From an optimization exercise on the open Yosys and OpenROAD flow, aimed at small area; shortcuts taken in it are not production practice.
At most, simulation tests tie the RTL to the original design; equivalence was not proved.

// cordic_B
module cordic_B(
  input                     clk,
  input                     rst_n,
  input  signed [31:0]      x,
  input  signed [31:0]      y,
  input                     start,
  input                     start1,
  output wire signed [31:0] angle,
  output wire signed [31:0] anglef
);
Size in the first run: roughly 5,100 cells after synthesis, roughly 810 flip-flops, ~130 I/O pins, about 49,000 um^2 of cells after synthesis.
==> flow/config.mk <==
export PLATFORM = sky130hd
export DESIGN_NAME = cordic_B
export DESIGN_NICKNAME = cordic_B
export VERILOG_FILES = /design/flow/design.v
export SDC_FILE = /design/flow/constraint.sdc
export NUM_CORES = 4
export LEC_CHECK = 0
export CAP_MARGIN = 20
export CORE_MARGIN = 2
export CORE_UTILIZATION = 40
export GPL_TIMING_DRIVEN = 0
export PLACE_DENSITY = 0.6
export SLEW_MARGIN = 20
==> flow/constraint.sdc <==
create_clock -name core_clock -period 6.0 [get_ports {clk}]
set_input_delay 1.2000 -clock core_clock [delete_from_list [all_inputs] [get_ports {clk}]]
set_output_delay 1.2000 -clock core_clock [all_outputs]
set_load 0.01 [all_outputs]
standard.sh (not shown) runs the stock make flow with config.mk's settings and CLKGATE_MAP_FILE= SYNTH_SCRIPT=/design/flow/synth_recipe.tcl, a recipe that flattens the netlist after the stock synthesis.
==> flow/flow/run.sh <==
#!/bin/bash
# Own layout flow: the standard ORFS flow (standard.sh), with two changes:
#  - ABC maps the logic with an area-oriented script (flow/abc.script) in
#    place of ORFS's abc_speed.script; Yosys's synthesis script and every
#    register it makes are unchanged;
#  - port buffers use the platform's smallest buffer;
#  - clock tree synthesis inserts no dummy loads.
set -euo pipefail
here=$(pwd)
rm -rf "$here/scripts"
cp -r "$FLOW_HOME/scripts" "$here/scripts"
cp "$here/flow/abc.script" "$here/scripts/abc_speed.script"
export SCRIPTS_DIR="$here/scripts"
export BUFFER_PORTS_ARGS="-buffer_cell sky130_fd_sc_hd__buf_1"
export CTS_ARGS="-sink_clustering_enable -repair_clock_nets -sink_clustering_size 24 -sink_clustering_max_diameter 80 -buf_list sky130_fd_sc_hd__clkbuf_16 -dont_use_dummy_load"
bash standard.sh > "$here/standard_flow.log" 2>&1
==> flow/flow/abc.script <==
&get -n
&st
&dch -f
&nf -a -R 1000
&put
buffer -c
topo
stime -c
upsize -c
dnsize -c
Change:
--- a/flow/flow/run.sh
+++ b/flow/flow/run.sh
@@ -2 +2 @@
-# Own layout flow: the standard ORFS flow (standard.sh), with two changes:
+# Own layout flow: the standard ORFS flow (standard.sh), with these changes:
CORE_UTILIZATION = 55   (was 40)
GPL_TIMING_DRIVEN = unset   (was 0)
PLACE_DENSITY = 0.75   (was 0.6)
- clock skew is lower by 0.043 ns
- design area goes down by 2.5%
- core utilization is higher by 15 points
- synthesized cell count stays the same
- fmax hardly moves
Change:
--- a/flow/flow/run.sh
+++ b/flow/flow/run.sh
@@ -2 +2 @@
-# Own layout flow: the standard ORFS flow (standard.sh), with these changes:
+# Own layout flow: the standard ORFS flow (standard.sh), with two changes:
@@ -6,2 +6 @@
-#  - port buffers use the platform's smallest buffer;
-#  - clock tree synthesis inserts no dummy loads.
+#  - port buffers use the platform's smallest buffer.
@@ -15 +13,0 @@
-export CTS_ARGS="-sink_clustering_enable -repair_clock_nets -sink_clustering_size 24 -sink_clustering_max_diameter 80 -buf_list sky130_fd_sc_hd__clkbuf_16 -dont_use_dummy_load"
CORE_UTILIZATION = 40   (was 55)
CTS_BUF_LIST = sky130_fd_sc_hd__clkbuf_16   (was unset)
CTS_CLUSTER_DIAMETER = 80   (was unset)
CTS_CLUSTER_SIZE = 24   (was unset)
PLACE_DENSITY = 0.6   (was 0.75)
=>
- sequential share of layout area drops by 0.61 points
- final cell count climbs by a little under a tenth
- routed wire length climbs slightly
- non-clock buffer count climbs by 27
- core utilization drops by 16 points
- via count drops slightly
- worst hold slack is worse by 0.0031 ns
Change:
--- a/flow/flow/run.sh
+++ b/flow/flow/run.sh
@@ -6 +6,2 @@
-#  - port buffers use the platform's smallest buffer.
+#  - port buffers use the platform's smallest buffer;
+#  - clock tree synthesis inserts no dummy loads.
@@ -13,0 +15 @@
+export CTS_ARGS="-sink_clustering_enable -repair_clock_nets -sink_clustering_size 24 -sink_clustering_max_diameter 80 -buf_list sky130_fd_sc_hd__clkbuf_16 -dont_use_dummy_load"
- clock-buffer cell count goes down by 1
- setup slack barely changes
- sequential share of layout area increases by 0.23 points
- cell area fell by 0.76%
- flip-flop and latch count does not change

* * *

Setup of job 4199:
Another version of the RTL of cordic_B (not shown whole).
Size in the first run: about 5500 cells after synthesis, about 930 flip-flops, ~130 I/O pins.
Settings: LEC_CHECK=0, CAP_MARGIN=20, CORE_MARGIN=2, CORE_UTILIZATION=40, CTS_BUF_LIST=sky130_fd_sc_hd__clkbuf_16, CTS_CLUSTER_DIAMETER=80, CTS_CLUSTER_SIZE=24, PLACE_DENSITY=0.6, SLEW_MARGIN=20; clock period 6.0 ns.
run.sh (not shown) runs the stock make flow with config.mk's settings and CLKGATE_MAP_FILE= SYNTH_SCRIPT=/design/flow/synth_recipe.tcl, a recipe that flattens the netlist after the stock synthesis.
Stock flow here: none of the scripts above is used.
Relative to job 4199, the following input files were edited for job 1040:
==> flow/flow/run.sh (new file) <==
#!/bin/bash
# Own layout flow: the standard ORFS flow (standard.sh), with two changes:
#  - ABC maps the logic with an area-oriented script (flow/abc.script) in
#    place of ORFS's abc_speed.script; Yosys's synthesis script and every
#    register it makes are unchanged;
#  - port buffers use the platform's smallest buffer.
set -euo pipefail
here=$(pwd)
rm -rf "$here/scripts"
cp -r "$FLOW_HOME/scripts" "$here/scripts"
cp "$here/flow/abc.script" "$here/scripts/abc_speed.script"
export SCRIPTS_DIR="$here/scripts"
export BUFFER_PORTS_ARGS="-buffer_cell sky130_fd_sc_hd__buf_1"
bash standard.sh > "$here/standard_flow.log" 2>&1
==> flow/flow/abc.script (new file) <==
&get -n
&st
&syn2
&dch -f
&nf -R 1000
&put
buffer -c
topo
stime -c
upsize -c
dnsize -c
==> flow/standard.sh (new file) <==
#!/bin/bash
# synth_recipe.tcl (not shown) runs the flow's synth.tcl, then flattens the netlist and writes it again
# the make line also repeats each setting of config.mk as NAME=value (left out here)
make -C /OpenROAD-flow-scripts/flow DESIGN_CONFIG=/design/flow/config.mk WORK_HOME=/design/flow/orfs CLKGATE_MAP_FILE= SYNTH_SCRIPT=/design/flow/synth_recipe.tcl "${@:-finish}"
removed: flow/run.sh
- Run comparison: job 1040 cell at the slowest stage of the critical path or4_4; job 4199 cell at the slowest stage of the critical path or4_1
- Across job 4199 and job 1040, a clean result was obtained everywhere but in job 1040.
- Status job 1040: flow complete, layout not clean - setup timing
- Job 1040 vs. job 4199: area enclosed by the die boundary down about 5%; sequential share of layout area up 1.8 points; global-route usage down 1.0 points; routed wire length down about 11%.
- Mean instance size in the synthesized netlist ends up lower on job 4199.
Input-level comparison between job 8651 and job 1040:
Settings: swapping 80 for 50 in CTS_CLUSTER_DIAMETER; swapping 24 for 14 in CTS_CLUSTER_SIZE; swapping sky130_fd_sc_hd__clkbuf_16 for sky130_fd_sc_hd__clkbuf_8 in CTS_BUF_LIST.
==> flow/run.sh (new file) <==
#!/bin/bash
# synth_recipe.tcl (not shown) runs the flow's synth.tcl, then flattens the netlist and writes it again
# the make line also repeats each setting of config.mk as NAME=value (left out here)
make -C /OpenROAD-flow-scripts/flow DESIGN_CONFIG=/design/flow/config.mk WORK_HOME=/design/flow/orfs CLKGATE_MAP_FILE= SYNTH_SCRIPT=/design/flow/synth_recipe.tcl finish
removed: flow/flow/run.sh
removed: flow/flow/abc.script
removed: flow/standard.sh
==> results.txt <==
- Job 8651: done, clean on timing, DRC and antenna
- From job 1040 to job 8651 the numbers moved as follows: maximum achievable frequency saw an increase; vias per cell went up; clock buffer instance count of the final layout higher; final cell count saw an increase.
diff inputs: job 8651 => job 5301
Settings: changing CTS_BUF_LIST from sky130_fd_sc_hd__clkbuf_8 to sky130_fd_sc_hd__clkbuf_16; changing CTS_CLUSTER_SIZE from 14 to 24; changing CTS_CLUSTER_DIAMETER from 50 to 80.
==> flow/flow/run.sh (new file) <==
#!/bin/bash
# Own layout flow: the standard ORFS flow (standard.sh), with two changes:
#  - ABC maps the logic with an area-oriented script (flow/abc.script) in
#    place of ORFS's abc_speed.script; Yosys's synthesis script and every
#    register it makes are unchanged;
#  - port buffers use the platform's smallest buffer.
set -euo pipefail
here=$(pwd)
rm -rf "$here/scripts"
cp -r "$FLOW_HOME/scripts" "$here/scripts"
cp "$here/flow/abc.script" "$here/scripts/abc_speed.script"
export SCRIPTS_DIR="$here/scripts"
export BUFFER_PORTS_ARGS="-buffer_cell sky130_fd_sc_hd__buf_1"
bash standard.sh > "$here/standard_flow.log" 2>&1
==> flow/flow/abc.script (new file) <==
&get -n
&st
&dch -f
&nf -a -R 1000
&put
buffer -c
topo
stime -c
upsize -c
dnsize -c
==> flow/standard.sh (new file) <==
#!/bin/bash
# synth_recipe.tcl (not shown) runs the flow's synth.tcl, then flattens the netlist and writes it again
# the make line also repeats each setting of config.mk as NAME=value (left out here)
make -C /OpenROAD-flow-scripts/flow DESIGN_CONFIG=/design/flow/config.mk WORK_HOME=/design/flow/orfs CLKGATE_MAP_FILE= SYNTH_SCRIPT=/design/flow/synth_recipe.tcl "${@:-finish}"
removed: flow/run.sh
==> comparison <==
- Job 5301 vs. job 8651: final cell count shrank by about 6%; average wire per cell in the routed design roughly the same; slew of the pin with the lowest slew margin went up 0.11 ns.
- Net count of the mapped netlist ends up lower on job 5301.
--- input diff job 5301..job 6833 ---
Settings: CTS_CLUSTER_DIAMETER: 80 -> 50; CTS_CLUSTER_SIZE: 24 -> 12; CTS_BUF_LIST: sky130_fd_sc_hd__clkbuf_16 -> sky130_fd_sc_hd__clkbuf_4 sky130_fd_sc_hd__clkbuf_8.
==> flow/run.sh (new file) <==
#!/bin/bash
# synth_recipe.tcl (not shown) runs the flow's synth.tcl, then flattens the netlist and writes it again
# the make line also repeats each setting of config.mk as NAME=value (left out here)
make -C /OpenROAD-flow-scripts/flow DESIGN_CONFIG=/design/flow/config.mk WORK_HOME=/design/flow/orfs CLKGATE_MAP_FILE= SYNTH_SCRIPT=/design/flow/synth_recipe.tcl finish
removed: flow/flow/run.sh
removed: flow/flow/abc.script
removed: flow/standard.sh
Findings:
The critical path depth in job 6833 sits 2 above the value recorded for job 5301.
Relative to job 5301, the first-pass GRT wire length measured on job 6833 has increased by a little under 10%.
In job 6833 relative to job 5301, die area had gone up by a few percent.
Summary of job 6833 over job 5301: post-synthesis net count increased by about 4.4% relative to the old numbers; total placed cells including tap cells increased by 4.6% relative to the old numbers; placement-stage worst setup slack decreased by 0.26 ns relative to the old numbers.

* * *

Starting RTL as in the previous note.
export LEC_CHECK = 0
export CAP_MARGIN = 20
export CORE_MARGIN = 2
export CORE_UTILIZATION = 40
export CTS_BUF_LIST = sky130_fd_sc_hd__clkbuf_8
export CTS_CLUSTER_DIAMETER = 60
export CTS_CLUSTER_SIZE = 18
export PLACE_DENSITY = 0.6
export SLEW_MARGIN = 20
create_clock -name core_clock -period 6.0 [get_ports {clk}]
Stock flow here: none of the scripts above is used.
Rerun with:
- CTS_BUF_LIST: sky130_fd_sc_hd__clkbuf_8 -> unset
- CTS_CLUSTER_DIAMETER: 60 -> unset
- CTS_CLUSTER_SIZE: 18 -> unset
After rerunning: Synthesized area stays the same; utilization is higher by 1.2 points; final cell count is higher by about 0.3%; via count is higher by about 0.4%; first-iteration DRC count is lower by 4.7%; maximum frequency is lower by about 1%.
Rerun with:
- CTS_BUF_LIST: unset -> sky130_fd_sc_hd__clkbuf_16
- CTS_CLUSTER_DIAMETER: unset -> 100
- CTS_CLUSTER_SIZE: unset -> 30
Effect: Synthesized area stays the same; synthesized cell count is unchanged; die area is unchanged; first-iteration DRC count rises by about 2.4%.

* * *

== v6 ==
cordic_B, a different RTL version from the one above (not shown whole).
For scale: roughly 5000 cells after synthesis, ~550 flip-flops, roughly 130 I/O pins.
clock: 6.0 ns
lec_check: 0
cap_margin: 20
core_margin: 2
core_utilization: 40
cts_buf_list: sky130_fd_sc_hd__clkbuf_16
cts_cluster_diameter: 80
cts_cluster_size: 24
place_density: 0.6
slew_margin: 20
standard.sh (not shown) runs the stock make flow with config.mk's settings and CLKGATE_MAP_FILE= SYNTH_SCRIPT=/design/flow/synth_recipe.tcl, a recipe that flattens the netlist after the stock synthesis.
==> flow/flow/run.sh <==
#!/bin/bash
# Own layout flow: the standard ORFS flow (standard.sh), with two changes:
#  - ABC maps the logic with an area-oriented script (flow/abc.script) in
#    place of ORFS's abc_speed.script; Yosys's synthesis script and every
#    register it makes are unchanged;
#  - port buffers use the platform's smallest buffer.
set -euo pipefail
here=$(pwd)
rm -rf "$here/scripts"
cp -r "$FLOW_HOME/scripts" "$here/scripts"
cp "$here/flow/abc.script" "$here/scripts/abc_speed.script"
export SCRIPTS_DIR="$here/scripts"
export BUFFER_PORTS_ARGS="-buffer_cell sky130_fd_sc_hd__buf_1"
bash standard.sh > "$here/standard_flow.log" 2>&1
==> flow/flow/abc.script <==
&get -n
&st
&dch
&nf
&st
&syn2
&if -g -K 6
&synch2
&nf
&st
&syn2
&if -g -K 6
&synch2
&nf
&st
&syn2
&if -g -K 6
&synch2
&nf
&st
&syn2
&if -g -K 6
&synch2
&nf
&st
&syn2
&if -g -K 6
&synch2
&nf
&put
buffer -c
topo
stime -c
upsize -c
dnsize -c
Ran to the end and failed final checks on setup timing: v6.
What v7 does differently from v6 at the input level:
==> flow/flow/abc.script <==
&get -n
&st
&dch -f
&nf -a -R 1000
&put
buffer -c
topo
stime -c
upsize -c
dnsize -c
[summary]
- v7 completed end to end; final checks failed (setup timing).
- Looking at net count of the mapped netlist, v7 sits 241 lower than v6 does.
- Global-route usage, v6 and v7, higher one = v6.
- Summary of v7 over v6: synthesized cell count -241; sum of buffers and inverters on the critical path now sits lower; post-detailed-placement half-perimeter wirelength decreased about 10%.
- Wire length, v6 and v7: higher on v6
- The first-pass iteration count of the detailed router reported for v7 is smaller than that of v6 by 2.
No functional check of the RTL was part of any run of this note.

* * *

cordic_B with an RTL version that a note above also has.
Size in the first run: about 5000 cells after synthesis, about 810 flip-flops, about 130 I/O pins, ~0.049 sq mm of cells after synthesis.
export LEC_CHECK = 0
export CAP_MARGIN = 20
export CORE_MARGIN = 2
export CORE_UTILIZATION = 40
export PLACE_DENSITY = 0.6
export SLEW_MARGIN = 20
create_clock -name core_clock -period 6.0 [get_ports {clk}]
==> flow/flow/run.sh <==
#!/bin/bash
# Own layout flow: the standard ORFS flow (standard.sh), with these changes:
#  - ABC maps the logic with an area-oriented script (flow/abc.script) in
#    place of ORFS's abc_speed.script; Yosys's synthesis script and every
#    register it makes are unchanged;
#  - port buffers use the platform's smallest buffer;
#  - clock tree synthesis inserts no dummy loads.
set -euo pipefail
here=$(pwd)
rm -rf "$here/scripts"
cp -r "$FLOW_HOME/scripts" "$here/scripts"
cp "$here/flow/abc.script" "$here/scripts/abc_speed.script"
export SCRIPTS_DIR="$here/scripts"
export BUFFER_PORTS_ARGS="-buffer_cell sky130_fd_sc_hd__buf_1"
export CTS_ARGS="-sink_clustering_enable -repair_clock_nets -sink_clustering_size 24 -sink_clustering_max_diameter 80 -buf_list sky130_fd_sc_hd__clkbuf_16 -dont_use_dummy_load"
bash standard.sh > "$here/standard_flow.log" 2>&1
==> flow/flow/abc.script <==
&get -n
&st
&dch
&nf -R 1000
&put
buffer -c
topo
stime -c
upsize -c
dnsize -c
The baseline passed the timing, DRC and antenna checks.
Next try:
--- a/flow/flow/run.sh
+++ b/flow/flow/run.sh
@@ -2 +2 @@
-# Own layout flow: the standard ORFS flow (standard.sh), with these changes:
+# Own layout flow: the standard ORFS flow (standard.sh), with two changes:
@@ -15 +15 @@
-export CTS_ARGS="-sink_clustering_enable -repair_clock_nets -sink_clustering_size 24 -sink_clustering_max_diameter 80 -buf_list sky130_fd_sc_hd__clkbuf_16 -dont_use_dummy_load"
+export CTS_ARGS="-sink_clustering_enable -repair_clock_nets -sink_clustering_size 28 -sink_clustering_max_diameter 80 -buf_list sky130_fd_sc_hd__clkbuf_16 -dont_use_dummy_load"
==> flow/flow/abc.script (replaced) <==
&get -n
&st
&dch -f
&nf -a -R 1000
&put
buffer -c
topo
stime -c
upsize -c
dnsize -c
Settings changed: CTS_BUF_LIST set to sky130_fd_sc_hd__clkbuf_16, CTS_CLUSTER_DIAMETER set to 80, CTS_CLUSTER_SIZE set to 24.
The changed run completed without violations.
Core utilization is about the same.
Global-route usage is about the same.
Clock-buffer cell count is lower by 2.
Next try:
--- a/flow/flow/run.sh
+++ b/flow/flow/run.sh
@@ -2 +2 @@
-# Own layout flow: the standard ORFS flow (standard.sh), with two changes:
+# Own layout flow: the standard ORFS flow (standard.sh), with these changes:
@@ -15 +15 @@
-export CTS_ARGS="-sink_clustering_enable -repair_clock_nets -sink_clustering_size 28 -sink_clustering_max_diameter 80 -buf_list sky130_fd_sc_hd__clkbuf_16 -dont_use_dummy_load"
+export CTS_ARGS="-sink_clustering_enable -repair_clock_nets -sink_clustering_size 24 -sink_clustering_max_diameter 80 -buf_list sky130_fd_sc_hd__clkbuf_16 -dont_use_dummy_load"
After rerunning: Clock-buffer cell count rises by 3. Design area is about the same. Synthesized cell count is unchanged. Clock skew climbs by 0.0050 ns.

## separate check: timing with driven ports
The results above use ideal ports. As a check the final layouts listed here were re-extracted and re-timed, cells and wires unchanged.
Step 1: set_driving_cell puts a clkbuf_16 on clk and a buf_2 on each other input, an assumption about the parent block.
Step 2 adds t to the input delays and takes it off the output delays; t is the mean of the earliest and latest rising clock arrival at the registers after step 1. Input paths then give back, and output paths get back, about the clock's delay inside the block.
a / b / c = ideal ports / drivers / drivers and shift; a / b = the first two.
run | t, ns | setup slack, ns | worst register clock-pin slew, ns | worst slew at a driven data input, ns | pins driven straight from the clock port
the first run of note 1 | 0.647 | 0.173 / 0.173 / -0.137 | 0.10 / 0.10 | 0.04 | 1
the second run of note 1 | 0.645 | 0.178 / 0.178 / -0.030 | 0.10 / 0.10 | 0.04 | 1
the third run of note 1 | 0.693 | 0.319 / 0.319 / 0.037 | 0.10 / 0.10 | 0.04 | 1
the fourth run of note 1 | 0.667 | 0.321 / 0.321 / 0.020 | 0.10 / 0.10 | 0.04 | 1
job 4199 | 0.725 | 0.662 / 0.709 / -0.016 | 0.10 / 0.10 | 0.04 | 1
job 1040 | 0.707 | -0.042 / -0.012 / -0.719 | 0.10 / 0.10 | 0.05 | 1
job 8651 | 0.855 | 0.717 / 0.717 / -0.029 | 0.09 / 0.09 | 0.04 | 1
job 5301 | 0.733 | 0.640 / 0.640 / 0.246 | 0.10 / 0.10 | 0.05 | 1
job 6833 | 0.862 | 0.721 / 0.721 / -0.031 | 0.09 / 0.09 | 0.04 | 1
the first run of note 3 | 0.830 | 0.727 / 0.727 / -0.028 | 0.12 / 0.12 | 0.04 | 1
the second run of note 3 | 0.760 | 0.676 / 0.720 / -0.037 | 0.07 / 0.07 | 0.04 | 1
the third run of note 3 | 0.696 | 0.600 / 0.648 / -0.048 | 0.12 / 0.12 | 0.04 | 1
v6 | 0.659 | -0.545 / -0.545 / -0.545 | 0.10 / 0.10 | 0.05 | 1
v7 | 0.663 | -0.451 / -0.451 / -0.451 | 0.09 / 0.09 | 0.04 | 1
the first run of note 5 | 0.664 | 0.217 / 0.217 / -0.078 | 0.10 / 0.10 | 0.04 | 1
the second run of note 5 | 0.668 | 0.258 / 0.258 / 0.048 | 0.11 / 0.11 | 0.04 | 1
the third run of note 5 | 0.667 | 0.321 / 0.321 / 0.020 | 0.10 / 0.10 | 0.04 | 1
Met with ideal ports but missed after step 2: setup timing in 9 of these runs. The setup slack of the first run of note 3, which loses most, moves by 0.000 ns with the drivers and by -0.755 ns with both steps.
